This design comes from an exercise in tuning for small area, a short achievable clock period and few clock cycles per item on the open sky130 flow, not from production work.
The RTL was checked by simulation tests, not by an equivalence proof against the original design.
Power and IR drop assume default switching activity.

== build 64 ==
Design div_avalon, start of the top module:
module div_avalon
	#(
		parameter W     = 32,
				  CBIT  = 6
	 )
	(
		input wire clk, reset,
		input wire [2:0] div_address,
		input wire div_chipselect,
		input wire div_write,
		input wire [W-1:0] div_writedata,
		output wire [W-1:0] div_readdata,
		output wire div_irq,
		output wire div_rdy
	);
clock: 5.0 ns
lec_check: 0
cap_margin: 20
core_margin: 2
core_utilization: 60
cts_buf_list: sky130_fd_sc_hd__clkbuf_4 sky130_fd_sc_hd__clkbuf_8
place_density: 0.75
setup_slack_margin: 2.1
slew_margin: 20
standard.sh (not shown) runs the stock make flow with config.mk's settings and CLKGATE_MAP_FILE= SYNTH_SCRIPT=/design/flow/synth_recipe.tcl, a recipe that flattens the netlist after the stock synthesis.
==> flow/flow/run.sh <==
#!/bin/bash
# Standard layout, with the port buffers made from buf_2 cells instead of
# the slow delay-buffer cells buffer_ports picks on its own.
set -euo pipefail
export BUFFER_PORTS_ARGS="-buffer_cell sky130_fd_sc_hd__buf_2"
bash standard.sh > standard.log 2>&1
Build 64 ran to completion and came out clean on the timing, design-rule and antenna checks.
Testbench counts of build 64, summed over its fixed seeds: cycles 24,255, items 2,048.
Here is what was changed in the inputs of build 85 compared with build 64.
Settings: SETUP_SLACK_MARGIN changed from 2.1 to 2.5; PLACE_DENSITY removed (was 0.75).
Notes after the runs:
Build 85 vs. build 64: fmax shrank by 4.2%; cell area after layout grew by 0.0017 mm2; via count grew by 11%; critical path data arrival time grew by 1.46 ns; internal portion of total power grew by about 11%.
Wire length of the first global-routing pass up 4900 um in build 85 wrt build 64
Total design power, build 64 and build 85: larger value in build 85
Relative to build 64, met2 track utilization from global routing increased by 7.9 points in build 85.
The total stage count of the critical path number comes out higher for build 85 vs build 64.
Changes in build 7 relative to build 85:
Settings: changing SETUP_SLACK_MARGIN from 2.5 to 2.1; changing CORE_UTILIZATION from 60 to 65.
## What came out
Note that the die area recorded for build 7 amounts to 0.925 times the value seen in build 85. Ratio of final minimum period to clock period: build 7 vs build 85 down 2.0 points. The critical path capture point comes out div_readdata[1] in one run and d1.r_reg[30]$_DFFE_PP_ in the other, namely in build 7 and build 85 respectively. Taking build 85 as the reference, in build 7 clock skew now sits higher; count of plain and timing-repair buffers now sits lower. Final critical path time including I/O delays and setup (build 7 over build 85): decrease, 0.10 ns. In the final reports, the cell area of build 7 is smaller than that of build 85. Build 7 vs build 85: cell count down by a little under 10%.
For build 8, these inputs were changed with respect to build 7:
Settings: changing CORE_UTILIZATION from 65 to 60; changing SETUP_SLACK_MARGIN from 2.1 to 2.3.
Relative to build 7, non-clock buffer count has gone up in build 8.
When build 8 is measured against build 7, its via count of the first global-routing pass turns out 5.3% higher.
Endpoint of the most critical setup path = div_readdata[1]: build 7; endpoint of the most critical setup path = div_readdata[14]: build 8
Diff build 7 -> build 8: wire length on met2 rose about 1%, standard cell area after detailed placement rose 40 um2, number of vias per cell fell about 4%, net count reported at finish rose about 3.4%, maximum clock frequency about even.
From build 8 to build 7, area after synthesis did not move at all.
Leakage power total came out higher on build 8 than on build 7.
diff inputs: build 8 => build 22
Settings: a change of SETUP_SLACK_MARGIN from 2.3 to 1.9.
--- outcome ---
Compared to build 8, build 22 has number of instances resized during post-cts repair 64 lower. Wire length after detailed routing: build 22 < build 8. Build 22 -> build 8: instance area at placement flat. What build 8 reported for internal cell power has to be multiplied by 0.942 to get the figure for build 22. Going from build 8 to build 22, design area fell 0.0010 mm2; total vias in the final route moved down. Re setup slack: build 22 is 0.085 ns down on build 8. Maximum clock frequency for build 22 is lower than for build 8. Build 22: worst hold slack after final layout is 0.0043 ns lower than what build 8 reported.

---

div_avalon, a different RTL version from the one above (not shown whole).
Size in the first run: ~900 cells after synthesis, about 9800 sq um of cells after synthesis.
==> flow/config.mk <==
export PLATFORM = sky130hd
export DESIGN_NAME = div_avalon
export DESIGN_NICKNAME = div_avalon
export VERILOG_FILES = /design/flow/design.v
export SDC_FILE = /design/flow/constraint.sdc
export NUM_CORES = 4
export LEC_CHECK = 0
export CAP_MARGIN = 20
export CORE_MARGIN = 2
export CORE_UTILIZATION = 60
export CTS_BUF_LIST = sky130_fd_sc_hd__clkbuf_4 sky130_fd_sc_hd__clkbuf_8
export SETUP_SLACK_MARGIN = 1.4
export SLEW_MARGIN = 20
==> flow/constraint.sdc <==
create_clock -name core_clock -period 5.0 [get_ports {clk}]
set_input_delay 1.0000 -clock core_clock [delete_from_list [all_inputs] [get_ports {clk}]]
set_output_delay 1.0000 -clock core_clock [all_outputs]
set_load 0.01 [all_outputs]
Scripts as last shown in full above: flow/flow/run.sh
The starting point completed without violations.
Testbench counts at the start, summed over its fixed seeds: cycles 24,255, items 2,048.
==> next run, changes <==
==> flow/run.sh (new file) <==
#!/bin/bash
# synth_recipe.tcl (not shown) runs the flow's synth.tcl, then flattens the netlist and writes it again
# the make line also repeats each setting of config.mk as NAME=value (left out here)
make -C /OpenROAD-flow-scripts/flow DESIGN_CONFIG=/design/flow/config.mk WORK_HOME=/design/flow/orfs CLKGATE_MAP_FILE= SYNTH_SCRIPT=/design/flow/synth_recipe.tcl finish
Settings changed: CORE_UTILIZATION 60 to 40, CTS_BUF_LIST sky130_fd_sc_hd__clkbuf_4 sky130_fd_sc_hd__clkbuf_8 to not set, SETUP_SLACK_MARGIN 1.4 to 1.8.
removed: flow/flow/run.sh
removed: flow/standard.sh
Outcome: Cell count came out higher by 11%. Routed wire length came out higher by 4.6%. Worst hold slack improves by 0.084 ns. Die area came out higher by 48%. Power came out higher by 13%. First-iteration DRC count came out lower by 24%. Critical path depth came out higher by 3. Sequential cell count is unchanged. Final area came out higher by 10%. Setup slack improves by 0.17 ns.
==> next run, changes <==
==> flow/flow/run.sh (new file) <==
#!/bin/bash
# Standard layout, with the port buffers made from buf_2 cells instead of
# the slow delay-buffer cells buffer_ports picks on its own.
set -euo pipefail
export BUFFER_PORTS_ARGS="-buffer_cell sky130_fd_sc_hd__buf_2"
bash standard.sh > standard.log 2>&1
==> flow/standard.sh (new file) <==
#!/bin/bash
# synth_recipe.tcl (not shown) runs the flow's synth.tcl, then flattens the netlist and writes it again
# the make line also repeats each setting of config.mk as NAME=value (left out here)
make -C /OpenROAD-flow-scripts/flow DESIGN_CONFIG=/design/flow/config.mk WORK_HOME=/design/flow/orfs CLKGATE_MAP_FILE= SYNTH_SCRIPT=/design/flow/synth_recipe.tcl "${@:-finish}"
Settings changed: CORE_UTILIZATION 40 to 60, CTS_BUF_LIST set to sky130_fd_sc_hd__clkbuf_4 sky130_fd_sc_hd__clkbuf_8, SETUP_SLACK_MARGIN 1.8 to 1.1.
removed: flow/run.sh
Outcome: Area after synthesis does not change; sequential share of layout area rose by 4.2 points; wire length fell by 7.4%; fmax came out lower by 8.1%; combinational power came out lower by 11%; cell area came out lower by 9.1%; clock skew grows by 0.0083 ns; hold slack degrades by 0.11 ns; utilization went up by 19 points; count of clock-buffer cells in the layout came out lower by 3; power decreases by 11%.
==> next run, changes <==
==> flow/run.sh (new file) <==
#!/bin/bash
# synth_recipe.tcl (not shown) runs the flow's synth.tcl, then flattens the netlist and writes it again
# the make line also repeats each setting of config.mk as NAME=value (left out here)
make -C /OpenROAD-flow-scripts/flow DESIGN_CONFIG=/design/flow/config.mk WORK_HOME=/design/flow/orfs CLKGATE_MAP_FILE= SYNTH_SCRIPT=/design/flow/synth_recipe.tcl finish
Settings changed: CORE_UTILIZATION 60 to 70, SETUP_SLACK_MARGIN 1.1 to 2.0.
removed: flow/flow/run.sh
removed: flow/standard.sh
Effect: Wire length came out higher by a quarter to a third. Global-route usage came out higher by 11 points. Area after synthesis is unchanged.
==> next run, changes <==
==> flow/flow/run.sh (new file) <==
#!/bin/bash
# Standard layout, with the port buffers made from buf_2 cells instead of
# the slow delay-buffer cells buffer_ports picks on its own.
set -euo pipefail
export BUFFER_PORTS_ARGS="-buffer_cell sky130_fd_sc_hd__buf_2"
bash standard.sh > standard.log 2>&1
==> flow/standard.sh (new file) <==
#!/bin/bash
# synth_recipe.tcl (not shown) runs the flow's synth.tcl, then flattens the netlist and writes it again
# the make line also repeats each setting of config.mk as NAME=value (left out here)
make -C /OpenROAD-flow-scripts/flow DESIGN_CONFIG=/design/flow/config.mk WORK_HOME=/design/flow/orfs CLKGATE_MAP_FILE= SYNTH_SCRIPT=/design/flow/synth_recipe.tcl "${@:-finish}"
Settings changed: CORE_UTILIZATION 70 to 50, SETUP_SLACK_MARGIN 2.0 to 1.6.
removed: flow/run.sh
After rerunning: Global-route usage shrinks by 14 points. Wire length decreases by 18%. Total power decreases by 1.0%.

[static timing again, ports no longer ideal]
No port has a modelled driver above. Below, the same layouts with a new extraction and two added sets of constraints.
Step 1 sets driving cells, clkbuf_16 on the clock port and buf_2 on the other inputs (assumed; they add their load-dependent delay and slew).
Step 2 times the ports against the registers' clock, not the clock port: input delays grow and output delays shrink by t, the midpoint of the rising clock arrivals with the driver on.
a / b / c = ideal / step 1 / step 2; a / b = the first two.
| run | shift t [ns] | slack for setup (ns) | worst slew at a driven data input, ns | cell pins on the clock port's net |
|---|---|---|---|---|
| build 64 | 0.508 | 2.061 / 1.985 / 1.926 | 0.07 | 1 |
| build 85 | 0.514 | 1.933 / 1.933 / 1.740 | 0.07 | 1 |
| build 7 | 0.510 | 2.035 / 1.989 / 1.700 | 0.06 | 1 |
| build 8 | 0.489 | 2.028 / 1.975 / 1.930 | 0.08 | 1 |
| build 22 | 0.504 | 1.944 / 1.885 / 1.860 | 0.06 | 1 |
| the first run of note 2 | 0.499 | 1.514 / 1.514 / 1.514 | 0.04 | 1 |
| the second run of note 2 | 0.476 | 1.684 / 1.684 / 1.531 | 0.04 | 1 |
| the third run of note 2 | 0.512 | 1.392 / 1.392 / 1.392 | 0.03 | 1 |
| the fourth run of note 2 | 0.528 | 1.639 / 1.639 / 1.478 | 0.07 | 1 |
| the fifth run of note 2 | 0.495 | 1.677 / 1.677 / 1.610 | 0.04 | 1 |
After both steps every run listed still meets setup and hold. For build 7, which loses most, drivers alone change the setup slack by -0.046 ns; drivers and shift together by -0.335 ns.
